Context: an optimization exercise on an open-source flow, tuned for small area and a short achievable clock period. The choices shown serve that exercise and are no tape-out recipe.
No functional check of the RTL was part of this run.
Power figures rest on the tool's default switching activity, not on a simulated workload.

`design.v`:
```
`timescale 1ns / 1ps
module SPI_slave(
    input clk,
    input SCK,
    input MOSI,
    input SSEL,
    output reg [39:0] DATA
    );
reg [2:0] SCKr;  always @(posedge clk) SCKr <= {SCKr[1:0], SCK};
wire SCK_risingedge = (SCKr[2:1]==2'b01);   
wire SCK_fallingedge = (SCKr[2:1]==2'b10);   
reg [2:0] SSELr;  always @(posedge clk) SSELr <= {SSELr[1:0], SSEL};
wire SSEL_active = ~SSELr[1];   
wire SSEL_startmessage = (SSELr[2:1]==2'b10);   
wire SSEL_endmessage = (SSELr[2:1]==2'b01);   
reg [1:0] MOSIr;  always @(posedge clk) MOSIr <= {MOSIr[0], MOSI};
wire MOSI_data = MOSIr[1];
reg [63:0] byte_data_received;
always @(posedge clk)
begin
  if(SCK_risingedge)
  begin
    byte_data_received <= {byte_data_received[62:0], MOSI_data};
  end
end
assign MISO = MOSI_data;
always @(posedge clk)
begin 
    if( ~SSEL_active)
    begin
        DATA[39:0] <= byte_data_received[39:0];
    end
end
endmodule
`timescale 1ns / 1ps
module getOmega(
   input clk,
   input sck,
   input mosi,
   input ssel,
   output wire [39:0] omega
);
    wire [39:0] dataOut;
    wire misoOut;
    SPI_slave SPI(clk, sck, mosi, ssel, dataOut);
    assign omega[39:0]=dataOut[39:0];
endmodule
module capped_adder #(parameter BITWIDTH=32) (a, b, out);
	localparam smallBW = BITWIDTH-1;
	input [BITWIDTH-1:0] a, b;
	output [BITWIDTH-1:0] out;
	wire [BITWIDTH:0] tempsum;
	wire overflow;
	wire signcheck;
	assign signcheck = !(a[BITWIDTH-1] ^ b[BITWIDTH-1]);
	assign tempsum = a + b;
	assign overflow = tempsum[BITWIDTH] ^ tempsum[BITWIDTH-1];
	assign out = (!(overflow&signcheck)) ? tempsum[BITWIDTH-1:0] : ((a[BITWIDTH-1]) ? {1'b1, {smallBW{1'b0}} } :{1'b0, {smallBW{1'b1}}});
endmodule
module sd2 #(parameter BW = 12, parameter RESETVAL = 0) (clk, reset, en, sd_in, bs_out);
input clk, reset;
input en;                        
input signed [BW-1:0] sd_in;     
output bs_out;                   
wire signed [BW-1:0] feedback;   
reg signed [BW+1:0] sd_reg1;
reg signed [BW+1:0] sd_reg2;
assign bs_out = sd_reg1[BW+1] ? 0 : 1;
assign feedback = sd_reg1[BW+1] ? -(2**(BW-1)) : (2**(BW-1) - 1);
always@(posedge clk) begin
	sd_reg1 <= (reset) ? RESETVAL : (en) ? sd_reg1 + sd_reg2 + sd_in - (feedback <<< 1) : sd_reg1;
	sd_reg2 <= (reset) ? RESETVAL : (en) ? sd_reg2 + sd_in - feedback : sd_reg2;
end
endmodule
module sd_two_piece #(parameter BITWIDTH = 40, parameter RESETVAL = 0) (clk, reset, en, kin1, kin2, muxin1, sd_out);
input clk, reset;
input en;
input [BITWIDTH-1:0] kin1, kin2;
input muxin1;
output sd_out;
	wire [BITWIDTH-1:0] muxout1, muxout3;
	wire [BITWIDTH-1:0] intermediate_builder;
	wire [BITWIDTH-1:0] small_feedback_sum, mid_feedback_sum;
	wire [BITWIDTH-1:0] gained;
	reg signed [BITWIDTH-1:0] feedback;
	assign muxout1 = muxin1 ? kin2 : kin1;
	assign muxout3 = sd_out ?  40'h0000010000: 40'hffffff0000;
	assign intermediate_builder = muxout1; 
	capped_adder #(.BITWIDTH(BITWIDTH)) add_1 (intermediate_builder, muxout3, small_feedback_sum);
	capped_adder #(.BITWIDTH(BITWIDTH)) add_2 (small_feedback_sum, feedback, mid_feedback_sum);
	always@(posedge clk)
	begin
		feedback <= (reset) ? RESETVAL : (en) ? mid_feedback_sum : feedback;
	end
	assign gained = feedback;
	sd2 # (.RESETVAL(0),
	.BW(12))
	sd_one(
	.clk(clk),
	.reset(reset),
	.en(en),
	.sd_in(gained[BITWIDTH-1 -: 12]),
	.bs_out(sd_out));
endmodule
module sigma_delta_twopiece #(parameter FSIG = 1000, BITWIDTH = 40)(clk, reset, en, kin, sd_out);
localparam BW_TOP = 12;
input clk, reset;
input en;
input [BITWIDTH-13:0] kin;
output [1:0] sd_out;
wire [BITWIDTH-1:0] kpos, kneg;
wire [BITWIDTH-1:0] temp_kin;
assign temp_kin = {{BW_TOP{1'b0}}, kin};
assign kpos = (reset) ? 0 : temp_kin;
assign kneg = (reset) ? 0 : -temp_kin;
	sd_two_piece #(.BITWIDTH(BITWIDTH),
		.RESETVAL(40'h7fffffffff))
	piece_0 (
		.clk(clk),
		.reset(reset),
		.en(en),
		.kin1(kneg),
		.kin2(kpos),
		.muxin1(sd_out[1]),
		.sd_out(sd_out[0]));
	sd_two_piece #(.BITWIDTH(BITWIDTH),
		.RESETVAL(40'h0000000000))
	piece_1 (
		.clk(clk),
		.reset(reset),
		.en(en),
		.kin1(kpos),
		.kin2(kneg),
		.muxin1(sd_out[0]),
		.sd_out(sd_out[1]));
endmodule
`timescale 1ns / 1ps
module clkDivider(
    input inClk,
    input reset,
    input wire [3:0] n,      
    output wire outEn
    );
    reg [10:0] cnt;
    wire [3:0] neff = (n > 4'd11) ? 4'd11 : n;
    wire [10:0] mask = (11'd1 << neff) - 11'd1;
    always @(posedge inClk) begin
        if (reset)
            cnt <= 11'd0;
        else
            cnt <= cnt + 11'd1;
    end
    assign outEn = (neff == 4'd0) || ((cnt & mask) == (mask >> 1));
endmodule
`timescale 1ns / 1ps
module main(
    input CLK67MHZ,
    input sckPort,
    input mosiPort,
    input sselPort,
    input resetPort,
    output upPort,
    output downPort
    );
    wire [39:0] omegaOut;
    getOmega omega(CLK67MHZ,sckPort,mosiPort,sselPort,omegaOut);
    wire [3:0] n, ntemp;
	assign n = 4'b1100 - ntemp;
    wire clkEn;
    clkDivider getClk(CLK67MHZ, resetPort, n, clkEn);
    wire [1:0] sdOut;
	wire [27:0] sd_kin;
	bitShifter bs(CLK67MHZ, omegaOut, sd_kin, ntemp);
    sigma_delta_twopiece sigma_delta_twopiece(CLK67MHZ,resetPort,clkEn,sd_kin,sdOut);
    reg delayOut1;
    reg delayOut2;
    always @ (posedge CLK67MHZ)
    begin
        delayOut1 <= sdOut[0];
        delayOut2 <= delayOut1;
    end
    assign upPort = ~ (delayOut2 & delayOut1);
    assign downPort = ~ (delayOut2 | delayOut1);   
endmodule
module bitShifter(clk, inval, outval, outdivider);
input clk;
input [39:0] inval;
output reg [27:0] outval;
output reg [3:0] outdivider;
localparam bitmask = 12'hfff;
reg [39:0] previnval, internal_reg;
reg [3:0] countshift;
reg enable, inreg;
wire  finished;
assign finished = |(internal_reg[39:28] & bitmask);  
always@(posedge clk)
begin
	previnval <= inval;
	if (previnval != inval)
	begin
		enable <= 1;
		inreg <= 1;
		countshift <= 0;
	end
	else if (enable)
	begin
		inreg <= 0;
		if (!inreg && finished)
		begin
			countshift <= countshift + 1;
		end
	end
	else if (finished == 1'b0)
	begin
		enable <= 0;
	end
	if (inreg)
	begin
		internal_reg <= previnval;
	end
	else if (finished)
	begin
		internal_reg <= internal_reg >> 1;
	end
	if (!finished)
	begin
		outval <= internal_reg[27:0];
		outdivider <= countshift;
	end
end
endmodule
```
`run.sh`:
```
#!/bin/bash
# synth_recipe.tcl (not shown) runs the flow's synth.tcl, then flattens the netlist and writes it again
# the make line also repeats each setting of config.mk as NAME=value (left out here)
make -C /OpenROAD-flow-scripts/flow DESIGN_CONFIG=/design/flow/config.mk WORK_HOME=/design/flow/orfs CLKGATE_MAP_FILE= SYNTH_SCRIPT=/design/flow/synth_recipe.tcl finish
```
`config.mk`:
```
export PLATFORM = sky130hd
export DESIGN_NAME = main
export DESIGN_NICKNAME = main
export VERILOG_FILES = /design/flow/design.v
export SDC_FILE = /design/flow/constraint.sdc
export NUM_CORES = 4
export LEC_CHECK = 0
export CAP_MARGIN = 20
export CORE_MARGIN = 2
export CORE_UTILIZATION = 40
export SLEW_MARGIN = 20
```
`constraint.sdc`:
```
create_clock -name core_clock -period 10.0 [get_ports {CLK67MHZ}]
set_input_delay 2.0000 -clock core_clock [delete_from_list [all_inputs] [get_ports {CLK67MHZ}]]
set_output_delay 2.0000 -clock core_clock [all_outputs]
set_load 0.01 [all_outputs]
```
==> summary.txt <==
Reg area -> 8590 um^2
Worst setup EP type -> register
Inserted Diodes -> 0
Most common cell after layout, fill and taps aside -> a21oi_1
Grt ovf -> 0
Hold Startpoint -> omega.SPI.SSELr[0]
Clock buffer depth -> 3
Post-route DRC -> 0
HPWL after DPL -> 42.3 mm
Relative slew slack -> 26.1%
Die area -> 62,400 um^2
Initial antenna violation count -> 0
Pre-CTS WS -> 0.00543 ns
Layer with the highest usage -> met2
YS warnings -> 8
Vias -> 18,700
Vias in the first global route -> 18,400
Final worst slack -> 0.809 ns
Fmax -> 109 MHz
Total Wirelength -> 57.8 mm
Area contributors post-synth -> edfxtp_1 19%, dfxtp_1 17%, ha_1 9.8%, xnor2_1 5.5%, fa_1 4.8%
Hold Crit Depth -> 0
CP max FO -> 37
Final RePlAce weighted congestion -> 0.875
Avg Inst Size Synth -> 9.34 um^2
Worst path max stage delay -> 0.57 ns
Worst slew pin tran -> 1.10 ns
Drt pass-1 iters -> 6
CP Class -> reg2reg
Via density -> 5.57
Combinational share of power -> 4.9%
Port-buffer cells -> 6
Synth Net Count -> 2,837
Cell with the largest stage delay on the worst path -> a2111oi_0
Critical Path Source Type -> register
Routed WL per cell -> 17.2 um
TritonCTS buffer count -> 43
Antenna Nets Post-Route -> 0
CTS tree -> yes
Sum of negative setup slack -> 0 ns
Min cycle time layout -> 9.19 ns
Cell Pwr Density -> 128 nW/um^2
Final net count -> 2,796
Max-capacitance violation count -> 0
Skew-Pair Late Insertion Delay -> 0.58 ns
GRT Overall Usage -> 18.3%
Launch point of the worst path -> bs.outval[1]
Most frequent cells in the layout -> 224 x a21oi_1, 200 x nor2_1, 198 x dfxtp_1, 192 x nand2_1
DR iter-0 viols -> 946
VDD IR max -> 0.149 mV
Die Span X -> 250 um
Post-synthesis cell count -> 2,585
Hold Vio Cnt, Final -> 0
Clock root cell -> clkbuf_16
CP required -> 10.44 ns
Unrepaired setup endpoints after global routing -> false
Rows -> 90
Seq/Total Area, Yosys -> 35.6%
Core area -> 60,000 um^2
# setup viols final -> 0
CTS H-tree depth -> 2
CTS Sinks -> 353
Die Span Y -> 250 um
Reg2reg start -> bs.outval[1]
Area Overhead vs Synth -> 9.63%
FILL cells -> 5,722
HP Class -> reg2reg
CP arrival -> 9.63 ns
Clock Skew -> 0.0257 ns
Met3 Usage GRT -> 2.42%
Yosys reg bits -> 353
Area occupied by multi-input gates -> 14,800 um^2
Power share of the clock group -> 49.1%
P_sw -> 760 uW
FF-to-FF End -> sigma_delta_twopiece.piece_0.feedback[0]
Flop pwr share -> 46.0%
# IOs -> 7
Post-synth top area share -> 18.9%
Area leader, netlist -> edfxtp_1
Hold_buf cts -> 0
Share of cells above drive strength 1 -> 8.07%
Crit share post-route -> 91.9%
Ys async rst share -> 0%
Met1 usage -> 23.8%
Met2 Track Usage GR -> 31.7%
Synth unique cells -> 84
Most common flop cell mapped by yosys -> dfxtp_1
Starting Density -> 40.2%
Largest net degree at the start of global routing -> 86
Outcome -> no timing/DRC/antenna violations
Number of synthesized flops with an enable pin -> 152
Finished Core Util -> 44.1%
Synth Cell Area -> 24,200 um^2
Placed cells -> 3,279
WHS Endpoint -> omega.SPI.SSELr[1]
Worst reg2reg path depth -> 33
Cell Int Power -> 2620 uW
Flop-to-flop setup slack -> 0.81 ns
Sw Ratio -> 22.5%
First-pass GRT wire length -> 94.7 mm
Clock-pin slew on the worst setup and hold paths -> 0.06 ns
P_leak -> 0.0105 uW
Fin. max-slew vios -> 0
Final Non-Filler Cells -> 3,360
## worst max-delay path: cells and delay by family (launching register included)
| kind | cells | cell delay, ns |
|---|---|---|
| and+or+nand+nor | 11 | 2.64 |
| DFF | 1 | 0.43 |
| muxes | 1 | 0.51 |
| AOI/OAI and AO/OA | 15 | 3.80 |
| adders and majority gates | 3 | 0.92 |
| xor gates and xnor gates | 1 | 0.28 |
| buffers and inverters | 2 | 0.44 |
## per-layer routing
layer,vias up,share of wire (%)
met2,359,48
met1,8938,45
met4,0,2.2
met3,78,4.0
li1,9329,-
met5,-,0
## per-stage QoR
stage | cell area, um^2 | total power, uW | hold WS, ns
after floorplan | 24200 | 1700 | 0.310
after global placement | 24900 | 1750 | 0.312
after detailed placement | 24900 | 1750 | 0.315
after CTS | 26400 | 3430 | 0.324
after global routing | 26500 | 3510 | 0.330
final | 26500 | 3380 | 0.322
## cell families after synthesis
group | share of synthesized area (%)
AOI/OAI and AO/OA | 20.1
muxes | 2.50
adders and majority gates | 14.6
buffers and inverters | 3.37
xor gates and xnor gates | 9.25
and+or+nand+nor | 14.6
DFF | 35.6
## cell type report
class | count | share of cell area [%]
flip-flops and latches | 353 | 32.4
well taps | 782 | 3.69
repair buffers | 31 | 0.987
clock buffers | 55 | 4.42
clock inverters | 24 | 1.31
multi-input cells | 2035 | 56.0
inverters | 80 | 1.13
## worst max-delay path by stage
| stage | to | slack (ns) | cells after the start |
|---|---|---|---|
| finish | sigma_delta_twopiece.piece_0.feedback[0] | 0.81 | 33 |
| global route | sigma_delta_twopiece.piece_1.feedback[5] | 0.02 | 33 |
| CTS | sigma_delta_twopiece.piece_0.feedback[0] | 0.24 | 33 |
| detailed placement | sigma_delta_twopiece.piece_0.feedback[1] | 0.005 | 33 |
| global placement | sigma_delta_twopiece.piece_0.feedback[1] | 0.43 | 23 |
| floorplan | sigma_delta_twopiece.piece_0.feedback[18] | 1.48 | 29 |
## cells in the mapped netlist (8+ instances only)
library cell  count
fa_1             58
dfxtp_1         201
inv_1            80
ha_1            189
edfxtp_1        152
nand2b_1         33
nor4_1           17
clkbuf_1         82
nor3_1           41
o21bai_1         20
mux2i_1          13
o31ai_1          17
a31oi_1          15
and3_1           25
a21o_1           73
nand4_1          31
a21boi_0         11
o21a_1           32
nor2_1          200
a211oi_2         20
nor2b_1          29
or3_1            31
and2_1           26
mux2_2           42
nand2_1         192
xor2_1          103
o21ai_0         189
or2_2             9
a211oi_1         61
buf_2            23
a21oi_1         225
xnor2_1         152
o211ai_1          9
a31o_2            8
nand3_1          45
## power groups by stage
stage	sequential, uW	clock [uW]	combinational, uW
floorplan	1580	0	123
global placement	1590	0	160
detailed placement	1590	0	162
CTS	1560	1710	163
global route	1560	1770	182
finish	1560	1660	165
## timing repair
item                                   in CTS  in global routing
setup endpoints to repair                  16                 44
pin swaps                                   1                  0
endpoints found under the hold margin       0                  0
resized for setup                           0                  8
buffers inserted                            1                  0

-- re-timing with driven ports --
In the flow no input, the clock included, has a driving cell. The finished layout below was timed again as built, in two steps. Step 1 assumes that a clkbuf_16 drives the clock port and a buf_2 every other input. Step 2, shift: input delay + t, output delay - t, t = (earliest + latest rising clock arrival at the registers) / 2. This alone moves slack from input paths to output paths. a / b / c = ideal / step 1 / step 2; a / b = the first two.
t (ns): 0.625
setup WS [ns]: 0.809 / 0.809 / 0.613
worst hold slack (ns): 0.322 / 0.322 / 0.322
After both steps setup and hold are still met in this run. For this run, drivers alone change the setup slack by 0.000 ns; drivers and shift together by -0.196 ns.
